Background: an optimization exercise with open tools, aiming at small area and a short achievable clock period. Do not read the settings as production practice.
RTL that was checked went through simulation tests only; none was proved equivalent to the original.
No activity file was given, so power comes from the tool's default toggle rates.

## south
Design piped_wallace_mult, start of the top module:
module piped_wallace_mult(
    input wire clock, reset,
    input wire [15:0] x, y,
    output reg [31:0] prod
);
    reg [59:0] r1;
    reg [101:0] r2;
    reg [61:0] r3;
    reg v1, v2;
    wire g1 = x[1] & x[0];
    wire q2 = x[1] ^ x[0];
    wire g3 = x[2] & x[1];
    wire q4 = x[2] ^ x[1];
    wire g5 = x[3] & x[2];
    wire q6 = x[3] ^ x[2];
    wire g7 = x[4] & x[3];
    wire q8 = x[4] ^ x[3];
    wire g9 = x[5] & x[4];
    wire q10 = x[5] ^ x[4];
    wire g11 = x[6] & x[5];
    wire q12 = x[6] ^ x[5];
    wire g13 = x[7] & x[6];
    wire q14 = x[7] ^ x[6];
    wire g15 = x[8] & x[7];
    wire q16 = x[8] ^ x[7];
    wire g17 = x[9] & x[8];
    wire q18 = x[9] ^ x[8];
    wire g19 = x[10] & x[9];
    wire q20 = x[10] ^ x[9];
    wire g21 = x[11] & x[10];
    wire q22 = x[11] ^ x[10];
    wire g23 = x[12] & x[11];
    wire q24 = x[12] ^ x[11];
    wire g25 = x[13] & x[12];
    wire q26 = x[13] ^ x[12];
    wire g27 = x[14] & x[13];
    wire q28 = x[14] ^ x[13];
    wire g29 = x[15] & x[14];
    wire q30 = x[15] ^ x[14];
    wire u31 = q2 & x[0];
    wire t32 = g5 | (q6 & g3);
    wire u33 = q6 & q4;
    wire t34 = g9 | (q10 & g7);
    wire u35 = q10 & q8;
  ...
Size in the first run: roughly 1100 cells after synthesis, about 260 flip-flops, roughly 66 I/O pins, roughly 0.012 mm^2 of cells after synthesis.
Settings: LEC_CHECK=0, ABC_CLOCK_PERIOD_IN_PS=1500, CAP_MARGIN=20, CORE_MARGIN=2, CORE_UTILIZATION=40, SETUP_SLACK_MARGIN=1.1, SLEW_MARGIN=20; clock period 2.8 ns.
run.sh (not shown) runs the stock make flow with config.mk's settings and CLKGATE_MAP_FILE= SYNTH_SCRIPT=/design/flow/synth_recipe.tcl, a recipe that flattens the netlist after the stock synthesis.
south was carried through to the last stage, and its layout satisfied the timing, DRC and antenna checks.
Modified inputs, west compared to south
Settings: ABC_CLOCK_PERIOD_IN_PS changed from 1500 to 1000.
==> results.txt <==
As far as number of sequential storage elements goes, south and west are indistinguishable; the numbers are identical.
On count of antenna diodes in the layout, south and west are neck and neck.
Global-route usage came out exactly the same in south and west.
There was hardly any difference in routed wire length between west and south.
west -> south: final standard cell count with taps included and fillers excluded delta 0, exact match
From south to west, final core area utilization did not move at all.
No functional check of the RTL was part of any run of this note.

Setup of JK:
Another version of the RTL of piped_wallace_mult (not shown whole).
For scale: ~250 flip-flops, ~66 I/O pins, about 0.013 mm^2 of cells after synthesis.
## piped_wallace_mult
module piped_wallace_mult(
    input wire clock, reset,
    input wire [15:0] x, y,
    output reg [31:0] prod
);
    reg [59:0] r1;
    reg [97:0] r2;
    reg [60:0] r3;
    reg v1, v2, v3;
    wire g1 = x[1] & x[0];
    wire q2 = x[1] ^ x[0];
    wire g3 = x[2] & x[1];
    wire q4 = x[2] ^ x[1];
    wire g5 = x[3] & x[2];
    wire q6 = x[3] ^ x[2];
    wire g7 = x[4] & x[3];
    wire q8 = x[4] ^ x[3];
    wire g9 = x[5] & x[4];
    wire q10 = x[5] ^ x[4];
    wire g11 = x[6] & x[5];
    wire q12 = x[6] ^ x[5];
    wire g13 = x[7] & x[6];
    wire q14 = x[7] ^ x[6];
    wire g15 = x[8] & x[7];
    wire q16 = x[8] ^ x[7];
    wire g17 = x[9] & x[8];
    wire q18 = x[9] ^ x[8];
    wire g19 = x[10] & x[9];
    wire q20 = x[10] ^ x[9];
    wire g21 = x[11] & x[10];
    wire q22 = x[11] ^ x[10];
    wire g23 = x[12] & x[11];
    wire q24 = x[12] ^ x[11];
    wire g25 = x[13] & x[12];
    wire q26 = x[13] ^ x[12];
    wire g27 = x[14] & x[13];
    wire q28 = x[14] ^ x[13];
    wire g29 = x[15] & x[14];
    wire q30 = x[15] ^ x[14];
    wire t31, u32;
    pfx i33 (.gh(g5), .ph(q6), .gl(g3), .pl(q4), .g(t31), .p(u32));
    wire t34, u35;
    pfx i36 (.gh(g9), .ph(q10), .gl(g7), .pl(q8), .g(t34), .p(u35));
    wire t37, u38;
    pfx i39 (.gh(g13), .ph(q14), .gl(g11), .pl(q12), .g(t37), .p(u38));
    wire t40, u41;
    pfx i42 (.gh(g17), .ph(q18), .gl(g15), .pl(q16), .g(t40), .p(u41));
    wire t43, u44;
  ...
export LEC_CHECK = 0
export CAP_MARGIN = 0
export CORE_MARGIN = 2
export CORE_UTILIZATION = 40
export SETUP_SLACK_MARGIN = 0.95
export SLEW_MARGIN = 0
export SYNTH_HIERARCHICAL = 1
export SYNTH_MINIMUM_KEEP_SIZE = 0
export BUFFER_PORTS_ARGS = -buffer_cell sky130_fd_sc_hd__buf_1
create_clock -name core_clock -period 2.8 [get_ports {clock}]
standard.sh (not shown) runs the stock make flow with config.mk's settings and CLKGATE_MAP_FILE= SYNTH_SCRIPT=/design/flow/synth_recipe.tcl, a recipe that flattens the netlist after the stock synthesis.
==> flow/flow/run.sh <==
#!/bin/bash
# The standard layout (standard.sh, unchanged synthesis), except that the
# port buffers are plain buffers instead of delay cells. Tool output: standard.log
# here and ORFS's own logs under orfs/logs.
set -e
echo 'export BUFFER_PORTS_ARGS = -buffer_cell sky130_fd_sc_hd__buf_1' >> "$FLOW_CONFIG"
bash standard.sh > standard.log 2>&1
What MS does differently from JK at the input level:
# JK
export LEC_CHECK = 0
export CAP_MARGIN = 0
export CORE_MARGIN = 2
export CORE_UTILIZATION = 40
export SETUP_SLACK_MARGIN = 0.95
export SLEW_MARGIN = 0
export SYNTH_HIERARCHICAL = 1
export SYNTH_MINIMUM_KEEP_SIZE = 0
export BUFFER_PORTS_ARGS = -buffer_cell sky130_fd_sc_hd__buf_1
create_clock -name core_clock -period 2.8 [get_ports {clock}]
# MS
export LEC_CHECK = 0
export CAP_MARGIN = 20
export CORE_MARGIN = 2
export CORE_UTILIZATION = 40
export SETUP_SLACK_MARGIN = 0.95
export SLEW_MARGIN = 20
export SYNTH_HIERARCHICAL = 1
export SYNTH_MINIMUM_KEEP_SIZE = 0
create_clock -name core_clock -period 2.8 [get_ports {clock}]
==> flow/run.sh (new file) <==
#!/bin/bash
# synth_recipe.tcl (not shown) runs the flow's synth.tcl, then flattens the netlist and writes it again
# the make line also repeats each setting of config.mk as NAME=value (left out here)
make -C /OpenROAD-flow-scripts/flow DESIGN_CONFIG=/design/flow/config.mk WORK_HOME=/design/flow/orfs CLKGATE_MAP_FILE= SYNTH_SCRIPT=/design/flow/synth_recipe.tcl finish
removed: flow/flow/run.sh
removed: flow/standard.sh
MS finished every stage and its layout cleared the timing, DRC and antenna checks. Post-cts hold buffer count came out exactly the same in MS and JK. MS vs. JK: power share of the sequential group went down 0.8 points, final wirelength held, minimum clock period went up 27 ps. Compared with JK, MS shows combinational power that has gone up by a few percent.
Modified inputs, AL compared to MS
# MS
export LEC_CHECK = 0
export CAP_MARGIN = 20
export CORE_MARGIN = 2
export CORE_UTILIZATION = 40
export SETUP_SLACK_MARGIN = 0.95
export SLEW_MARGIN = 20
export SYNTH_HIERARCHICAL = 1
export SYNTH_MINIMUM_KEEP_SIZE = 0
create_clock -name core_clock -period 2.8 [get_ports {clock}]
# AL
export LEC_CHECK = 0
export CAP_MARGIN = 20
export CORE_MARGIN = 2
export CORE_UTILIZATION = 40
export SETUP_SLACK_MARGIN = 0.95
export SLEW_MARGIN = 20
export SYNTH_HIERARCHICAL = 1
export SYNTH_MINIMUM_KEEP_SIZE = 0
export BUFFER_PORTS_ARGS = -buffer_cell sky130_fd_sc_hd__buf_1
create_clock -name core_clock -period 2.8 [get_ports {clock}]
==> flow/flow/run.sh (new file) <==
#!/bin/bash
# The standard layout (standard.sh, unchanged synthesis), except that the
# port buffers are plain buffers instead of delay cells. Tool output: standard.log
# here and ORFS's own logs under orfs/logs.
set -e
echo 'export BUFFER_PORTS_ARGS = -buffer_cell sky130_fd_sc_hd__buf_1' >> "$FLOW_CONFIG"
bash standard.sh > standard.log 2>&1
==> flow/standard.sh (new file) <==
#!/bin/bash
# synth_recipe.tcl (not shown) runs the flow's synth.tcl, then flattens the netlist and writes it again
# the make line also repeats each setting of config.mk as NAME=value (left out here)
make -C /OpenROAD-flow-scripts/flow DESIGN_CONFIG=/design/flow/config.mk WORK_HOME=/design/flow/orfs CLKGATE_MAP_FILE= SYNTH_SCRIPT=/design/flow/synth_recipe.tcl "${@:-finish}"
removed: flow/run.sh
Findings:
Looking at clock skew, AL sits 7.9 ps above MS. Against MS, AL reports a detailed-route wire length on metal 1 that is higher. Compare AL and MS | part of the total power dissipated in the clock network lower: AL. Compare AL and MS | relative area change from synthesis to final layout higher: MS. r3[16] as the end of the critical path was reported by AL, and r1[31] by MS. Sort AL and MS by met2 capacity usage during global routing asc -> top: MS. Compare AL and MS | final cell count higher: MS. AL vs MS — switching power dropped slightly. AL does better than MS on total power. MS -> AL: number of distinct library cell variants in the gate-level netlist after synthesis flat. Relative to MS, fraction of standard cell area that is sequential has gone up in AL. ~same inverter count in AL and MS.
--- input diff AL..TR ---
# AL
export LEC_CHECK = 0
export CAP_MARGIN = 20
export CORE_MARGIN = 2
export CORE_UTILIZATION = 40
export SETUP_SLACK_MARGIN = 0.95
export SLEW_MARGIN = 20
export SYNTH_HIERARCHICAL = 1
export SYNTH_MINIMUM_KEEP_SIZE = 0
export BUFFER_PORTS_ARGS = -buffer_cell sky130_fd_sc_hd__buf_1
create_clock -name core_clock -period 2.8 [get_ports {clock}]
# TR
export LEC_CHECK = 0
export CAP_MARGIN = 20
export CORE_MARGIN = 2
export CORE_UTILIZATION = 58
export SETUP_SLACK_MARGIN = 0.95
export SLEW_MARGIN = 20
export SYNTH_HIERARCHICAL = 1
export SYNTH_MINIMUM_KEEP_SIZE = 0
export BUFFER_PORTS_ARGS = -buffer_cell sky130_fd_sc_hd__buf_1
create_clock -name core_clock -period 2.8 [get_ports {clock}]
## What came out
TR ends up with a utilization that is 20 points higher than in AL. The estimated power of TR ends up higher than the estimate for AL. For the overall routing resource usage, TR came in 6.8 points higher than AL did. Looking at internal portion of total power across AL and TR, the one that comes out lower is AL. For TR, the critical path endpoint was r2[13], unlike AL, where it was r3[16].
--- input diff TR..PW ---
# TR
export LEC_CHECK = 0
export CAP_MARGIN = 20
export CORE_MARGIN = 2
export CORE_UTILIZATION = 58
export SETUP_SLACK_MARGIN = 0.95
export SLEW_MARGIN = 20
export SYNTH_HIERARCHICAL = 1
export SYNTH_MINIMUM_KEEP_SIZE = 0
export BUFFER_PORTS_ARGS = -buffer_cell sky130_fd_sc_hd__buf_1
create_clock -name core_clock -period 2.8 [get_ports {clock}]
# PW
export LEC_CHECK = 0
export CAP_MARGIN = 20
export CORE_MARGIN = 2
export CORE_UTILIZATION = 40
export CTS_BUF_LIST = sky130_fd_sc_hd__clkbuf_8
export SETUP_SLACK_MARGIN = 0.95
export SLEW_MARGIN = 20
export SYNTH_HIERARCHICAL = 1
export SYNTH_MINIMUM_KEEP_SIZE = 0
export BUFFER_PORTS_ARGS = -buffer_cell sky130_fd_sc_hd__buf_2
create_clock -name core_clock -period 2.8 [get_ports {clock}]
diff --git a/flow/flow/run.sh b/flow/flow/run.sh
--- a/flow/flow/run.sh
+++ b/flow/flow/run.sh
@@ -4,4 +4,4 @@
 # here and ORFS's own logs under orfs/logs.
 set -e
-echo 'export BUFFER_PORTS_ARGS = -buffer_cell sky130_fd_sc_hd__buf_1' >> "$FLOW_CONFIG"
+echo 'export BUFFER_PORTS_ARGS = -buffer_cell sky130_fd_sc_hd__buf_2' >> "$FLOW_CONFIG"
 bash standard.sh > standard.log 2>&1
The part of the cycle the worst path needs reported for PW is smaller than that of TR by 0.85 points.
TR vs PW, beginning of the critical path: r1[34] vs r3[16]
Core util | PW vs TR | PW lower
| fraction of area in clock buffers and inverters | TR vs PW | ≈ equal |
TR -> PW: wire length of the first global-routing pass flat
[compare] base=TR new=PW: via count now larger, total chip power -about 0.4%, sequential share of layout area decreased 0.73 points.

piped_wallace_mult, a different RTL version from the one above (not shown whole).
Size in the first run: about 1100 cells after synthesis, roughly 250 flip-flops, about 12000 um2 of cells after synthesis.
==> flow/design.v (excerpt) <==
module piped_wallace_mult(
    input wire clock, reset,
    input wire [15:0] x, y,
    output reg [31:0] prod
);
Settings: LEC_CHECK=0, ABC_CLOCK_PERIOD_IN_PS=1500, CAP_MARGIN=20, CORE_MARGIN=2, CORE_UTILIZATION=40, SETUP_SLACK_MARGIN=1.2, SLEW_MARGIN=20; clock period 2.8 ns.
run.sh (not shown) runs the stock make flow with config.mk's settings and CLKGATE_MAP_FILE= SYNTH_SCRIPT=/design/flow/synth_recipe.tcl, a recipe that flattens the netlist after the stock synthesis.
Stock flow here: none of the scripts above is used.
The baseline produced a clean layout.
Change:
- ABC_CLOCK_PERIOD_IN_PS: 1500 -> not set
- SETUP_SLACK_MARGIN: 1.2 -> not set
What happened: The new run finished with timing, DRC and antenna clean; flip-flop and latch count is unchanged; cell area is lower by 13%; global-route usage is lower by 1.5 points; worst setup slack loses 0.22 ns; core utilization is lower by 6.8 points; synthesized cell count does not change.
Function was not checked in any run of this note: the RTL went through the layout flow alone.

Setup of lagoon:
Another version of the RTL of piped_wallace_mult (not shown whole).
Size: ~1000 cells after synthesis, roughly 240 flip-flops, roughly 66 I/O pins.
Settings: LEC_CHECK=0, CAP_MARGIN=20, CORE_MARGIN=2, CORE_UTILIZATION=40, CTS_CLUSTER_DIAMETER=150, CTS_CLUSTER_SIZE=30, SETUP_SLACK_MARGIN=1.0, SLEW_MARGIN=20, SYNTH_HIERARCHICAL=1, SYNTH_MINIMUM_KEEP_SIZE=0, BUFFER_PORTS_ARGS=-buffer_cell sky130_fd_sc_hd__buf_1; clock period 2.8 ns.
standard.sh (not shown) runs the stock make flow with config.mk's settings and CLKGATE_MAP_FILE= SYNTH_SCRIPT=/design/flow/synth_recipe.tcl, a recipe that flattens the netlist after the stock synthesis.
==> flow/flow/run.sh <==
#!/bin/bash
# The standard layout (standard.sh, unchanged synthesis), except that the
# port buffers are plain buffers instead of delay cells. Tool output: standard.log
# here and ORFS's own logs under orfs/logs.
set -e
echo 'export BUFFER_PORTS_ARGS = -buffer_cell sky130_fd_sc_hd__buf_1' >> "$FLOW_CONFIG"
bash standard.sh > standard.log 2>&1
lagoon finished every step from synthesis to the final layout, and the layout passed the timing, DRC and antenna checks.
Here is what was changed in the inputs of ember compared with lagoon.
- SETUP_SLACK_MARGIN now 0.95, was 1.0
[summary]
- Setup slack: ember less than lagoon
- Taking lagoon over ember, the post-cts sizing count ratio works out to 1.2.
- In ember relative to lagoon, cell count had gone down slightly.
- Share of cell area taken by multi-input logic gates is higher on ember

Another version of the RTL of piped_wallace_mult (not shown whole).
Size: ~250 flip-flops, roughly 13000 µm² of cells after synthesis.
==> flow/config.mk <==
export PLATFORM = sky130hd
export DESIGN_NAME = piped_wallace_mult
export DESIGN_NICKNAME = piped_wallace_mult
export VERILOG_FILES = /design/flow/design.v
export SDC_FILE = /design/flow/constraint.sdc
export NUM_CORES = 4
export LEC_CHECK = 0
export CAP_MARGIN = 20
export CORE_MARGIN = 2
export CORE_UTILIZATION = 40
export CTS_CLUSTER_DIAMETER = 80
export CTS_CLUSTER_SIZE = 30
export SETUP_SLACK_MARGIN = 0.95
export SLEW_MARGIN = 20
export SYNTH_HIERARCHICAL = 1
export SYNTH_MINIMUM_KEEP_SIZE = 0
export BUFFER_PORTS_ARGS = -buffer_cell sky130_fd_sc_hd__buf_1
==> flow/constraint.sdc <==
create_clock -name core_clock -period 2.8 [get_ports {clock}]
set_input_delay 0.5600 -clock core_clock [delete_from_list [all_inputs] [get_ports {clock}]]
set_output_delay 0.5600 -clock core_clock [all_outputs]
set_load 0.01 [all_outputs]
Scripts as last shown in full above: flow/flow/run.sh
The starting point completed without violations.
==> next run, changes <==
Settings changed: CTS_CLUSTER_DIAMETER 80 to not set, CTS_CLUSTER_SIZE 30 to not set.
Result: The new run went through all stages and came out clean. Global-route usage goes up by 0.17 points. Combinational power hardly moves. Routed wire length goes up by 1.3%. Area after synthesis stays the same. Final area goes up by 2.7%. Total power goes up by 8.3%. Flip-flop and latch count stays the same. Cell count goes up by 1.6%.
==> next run, changes <==
Settings changed: CTS_CLUSTER_DIAMETER set to 150, CTS_CLUSTER_SIZE set to 30, SETUP_SLACK_MARGIN 0.95 to 0.85.
After rerunning:
- final area is lower by 4.3%
- total power falls by 11%
- cell count decreases by 2.3%
- core utilization drops by 1.9 points
- non-clock buffer count fell by 6

==> separate check: timing with driven ports <==
The flow's constraints put no driver on any port. The routed layouts listed below were extracted and timed again, unchanged, in two steps. Step 1: set_driving_cell puts a clkbuf_16 on clock and a buf_2 on each other input, an assumption about the parent block. Step 2 also shifts input and output timing later by t, the mid clock arrival at the registers, as if the neighbouring blocks saw the same clock. a / b / c = no drivers / after step 1 / after step 2; a / b = the first two.
run	shift t [ns]	slack for setup (ns)	worst register clock-pin slew, ns
south	0.571	0.040 / 0.040 / 0.040	0.06 / 0.06
west	0.571	0.040 / 0.040 / 0.040	0.06 / 0.06
JK	0.579	0.970 / 0.970 / 0.444	0.06 / 0.06
MS	0.575	0.942 / 0.965 / 0.390	0.06 / 0.06
AL	0.579	0.970 / 0.970 / 0.444	0.06 / 0.06
TR	0.573	0.956 / 0.956 / 0.468	0.07 / 0.07
PW	0.587	0.980 / 0.980 / 0.580	0.07 / 0.07
the first run of note 3	0.567	0.351 / 0.351 / 0.351	0.06 / 0.06
the second run of note 3	0.564	0.127 / 0.127 / 0.127	0.06 / 0.06
lagoon	0.527	0.997 / 0.997 / 0.561	0.12 / 0.12
ember	0.520	0.941 / 0.941 / 0.533	0.11 / 0.11
the first run of note 5	0.533	0.984 / 0.984 / 0.534	0.10 / 0.10
the second run of note 5	0.578	0.975 / 0.975 / 0.533	0.06 / 0.06
the third run of note 5	0.528	0.905 / 0.905 / 0.488	0.12 / 0.12
After both steps setup and hold are still met in every run listed. For MS, which loses most, drivers alone change the setup slack by +0.023 ns; drivers and shift together by -0.552 ns.
